Context: an optimization exercise on an open-source flow, tuned for small area and a short achievable clock period. The choices shown serve that exercise and are no tape-out recipe. The RTL was checked by simulation tests, not by an equivalence proof against the original design.

Setup of build 50:
Design cpu_cpu, start of the top module:
module cpu_cpu(clk, reset, code, out);
    input clk, reset;
    input  [255:0] code;
    output reg [7:0] out;
    reg [7:0] pc;
    reg [7:0] regs [0:7];
    reg [1:0] cmp_state;
    wire [15:0] inst;
    cpu_decoder decoder(.code(code), .pc(pc), .inst(inst));
    wire [4:0] op    = inst[4:0];
    wire [2:0] ra    = inst[7:5];
    wire [2:0] rb    = inst[10:8];
    wire [7:0] imm_i = inst[15:8];
    wire [7:0] imm_j = inst[12:5];
    wire [7:0] ra_oh = 8'b1 << ra;
    wire [7:0] rb_oh = 8'b1 << rb;
    wire [63:0] rflat = {regs[7], regs[6], regs[5], regs[4],
                         regs[3], regs[2], regs[1], regs[0]};
    wire [7:0] a, b;
    cpu_rdport rda(.regs(rflat), .sel(ra_oh), .q(a));
    cpu_rdport rdb(.regs(rflat), .sel(rb_oh), .q(b));
    wire en_b, inv, cin, wr, is_out, is_sub;
    wire [5:0] s_res;
    wire [2:0] s_pc;
    wire [7:0] seq;
    cpu_ctrl ctrl(.op(op), .reset(reset), .cmp_state(cmp_state), .pc(pc),
                  .en_b(en_b), .inv(inv), .cin(cin), .s_res(s_res), .wr(wr),
                  .s_pc(s_pc), .is_out(is_out), .is_sub(is_sub), .seq(seq));
    wire [7:0] sum, g, p, prod, quo, res, pc_next;
    wire lt, eq;
    cpu_adder adder(.a(a), .b(b), .en_b(en_b), .inv(inv), .cin(cin), .sum(sum), .g(g), .p(p));
    cpu_cmp cmp(.a(a), .d(sum), .b(b), .same(ra == rb), .lt(lt), .eq(eq));
    cpu_mul mul(.a(a), .b(b), .p(prod));
    cpu_div div(.a(a), .b(b), .quo(quo));
    genvar j;
    generate
        for (j = 0; j < 8; j = j + 1) begin : g_res
            cpu_sel6 ur(.d({sum[j], p[j], g[j], imm_i[j], quo[j], prod[j]}), .s(s_res), .y(res[j]));
            cpu_sel3 up(.d({seq[j], imm_j[j], a[j]}), .s(s_pc), .y(pc_next[j]));
        end
    endgenerate
    integer k;
    always @(posedge clk) begin
        pc <= pc_next;
        if (!reset) begin
            for (k = 0; k < 8; k = k + 1)
  ...
export LEC_CHECK = 0
export CAP_MARGIN = 20
export CORE_MARGIN = 2
export CORE_UTILIZATION = 50
export CTS_BUF_LIST = sky130_fd_sc_hd__clkbuf_8
export SLEW_MARGIN = 20
export SYNTH_HIERARCHICAL = 1
export SYNTH_MINIMUM_KEEP_SIZE = 0
create_clock -name core_clock -period 22.0 [get_ports {clk}]
standard.sh (not shown) runs the stock make flow with config.mk's settings and CLKGATE_MAP_FILE= SYNTH_SCRIPT=/design/flow/synth_recipe.tcl, a recipe that flattens the netlist after the stock synthesis.
==> flow/flow/run.sh <==
#!/bin/bash
# Standard layout, with the smallest buffer on the ports and timing repair
# aiming 8 ns past the clock period.
set -euo pipefail
bash standard.sh "BUFFER_PORTS_ARGS=-buffer_cell sky130_fd_sc_hd__buf_1" SETUP_SLACK_MARGIN=8 finish > make_finish.log 2>&1
Both conditions hold for build 50: the flow ran to the end and the final layout passed the timing, design-rule and antenna checks.
Edits applied to the flow inputs when going from build 50 to build 44:
Settings: changing CORE_UTILIZATION from 50 to 45.
==> flow/flow/run.sh <==
#!/bin/bash
# Standard layout, with the smallest buffer on the ports and timing repair
# aiming 8.5 ns past the clock period.
set -euo pipefail
bash standard.sh "BUFFER_PORTS_ARGS=-buffer_cell sky130_fd_sc_hd__buf_1" SETUP_SLACK_MARGIN=8.5 finish > make_finish.log 2>&1
Notes after the runs:
There was hardly any difference in multi-input combinational cell count between build 50 and build 44.
Changes observed in build 44 relative to build 50: aggregate global routing overflow essentially unchanged, worst hold slack increased 0.014 ns, max-slew headroom at the worst pin decreased 2.9 points.
Route | build 44 vs build 50 | wire longer in build 44
diff inputs: build 44 => build 33
Settings: a change of CORE_UTILIZATION from 45 to 50.
==> flow/flow/run.sh <==
#!/bin/bash
# Standard layout, with the smallest buffer on the ports and timing repair
# aiming 10 ns past the clock period.
set -euo pipefail
bash standard.sh "BUFFER_PORTS_ARGS=-buffer_cell sky130_fd_sc_hd__buf_1" SETUP_SLACK_MARGIN=10 finish > make_finish.log 2>&1
## What came out
Build 33: done, clean on timing, DRC and antenna. Compared with build 44, build 33 shows a required time reported for the critical path endpoint that is 0.02 ns lower. When build 33 is set beside build 44, its clock latency on the worst-skew pair turns out to be 0.02 ns smaller. Taking build 44 as the reference, in build 33 design area went up, clock skew did not really move, non-clock buffer count went up, area enclosed by the die boundary went down. Build 33 against build 44: footprint of the multi-input gates went up by 560 um2; via count went up by 883.
Here is what was changed in the inputs of build 39 compared with build 33.
==> flow/flow/run.sh <==
#!/bin/bash
# Standard layout, with the smallest buffer on the ports and timing repair
# aiming 8.5 ns past the clock period.
set -euo pipefail
bash standard.sh "BUFFER_PORTS_ARGS=-buffer_cell sky130_fd_sc_hd__buf_1" SETUP_SLACK_MARGIN=8.5 finish > make_finish.log 2>&1
Build 39 finished every stage and its layout cleared the timing, design-rule and antenna checks. Taking build 33 as the reference, in build 39 number of nets in the final layout lower, slew at the pin with the worst max-slew slack up 0.18 ns, upper clock frequency limit shows a reduction of about 3%. Per the comparison of build 39 with build 33, final cell count saw a decrease; worst hold slack after final layout has decreased; total inserted antenna cells moved down. On number of multi-input logic gates, build 39 and build 33 are neck and neck. Routed wire length for build 39 is lower than for build 33.
The following lists how build 20 was set up differently from build 39:
==> flow/flow/run.sh <==
#!/bin/bash
# Standard layout, with the smallest buffer on the ports and timing repair
# aiming 9 ns past the clock period.
set -euo pipefail
bash standard.sh "BUFFER_PORTS_ARGS=-buffer_cell sky130_fd_sc_hd__buf_1" SETUP_SLACK_MARGIN=9 finish > make_finish.log 2>&1
## What came out
Build 20 reached the end of the flow, and the finished layout is clean on the timing, design-rule and antenna checks.
Normalized max-slew margin sits higher in build 20 than in build 39.
Delta (build 20 minus build 39): post-synthesis share of cell area spent on full adders, half adders and majority gates held; area growth from synthesis to layout went up 7.6 points; utilization went up 3.8 points.

-- separate check: timing with driven ports --
In the flow no input, the clock included, has a driving cell. The finished layouts below were timed again as built, in two steps. Step 1 assumes that a clkbuf_16 drives the clock port and a buf_2 every other input. Step 2, shift: input delay + t, output delay - t, t = (earliest + latest rising clock arrival at the registers) / 2. This alone moves slack from input paths to output paths. Slacks: no drivers / after step 1 / after step 2; pairs: no drivers / after step 1.
run	t, ns	slack for setup (ns)	hold slack, ns	worst setup path after step 2
build 50	0.391	8.573 / 8.587 / 8.196	0.706 / 0.706 / 0.706	input to register
build 44	0.403	8.988 / 8.991 / 8.588	0.720 / 0.720 / 0.720	input to register
build 33	0.396	9.287 / 9.299 / 8.903	0.733 / 0.733 / 0.733	input to register
build 39	0.399	8.879 / 8.883 / 8.484	0.708 / 0.708 / 0.708	input to register
build 20	0.404	9.249 / 9.254 / 8.850	0.749 / 0.749 / 0.749	input to register
After both steps setup and hold are still met in every run listed. The setup slack of build 44, which loses most, moves by +0.003 ns with the drivers and by -0.400 ns with both steps.
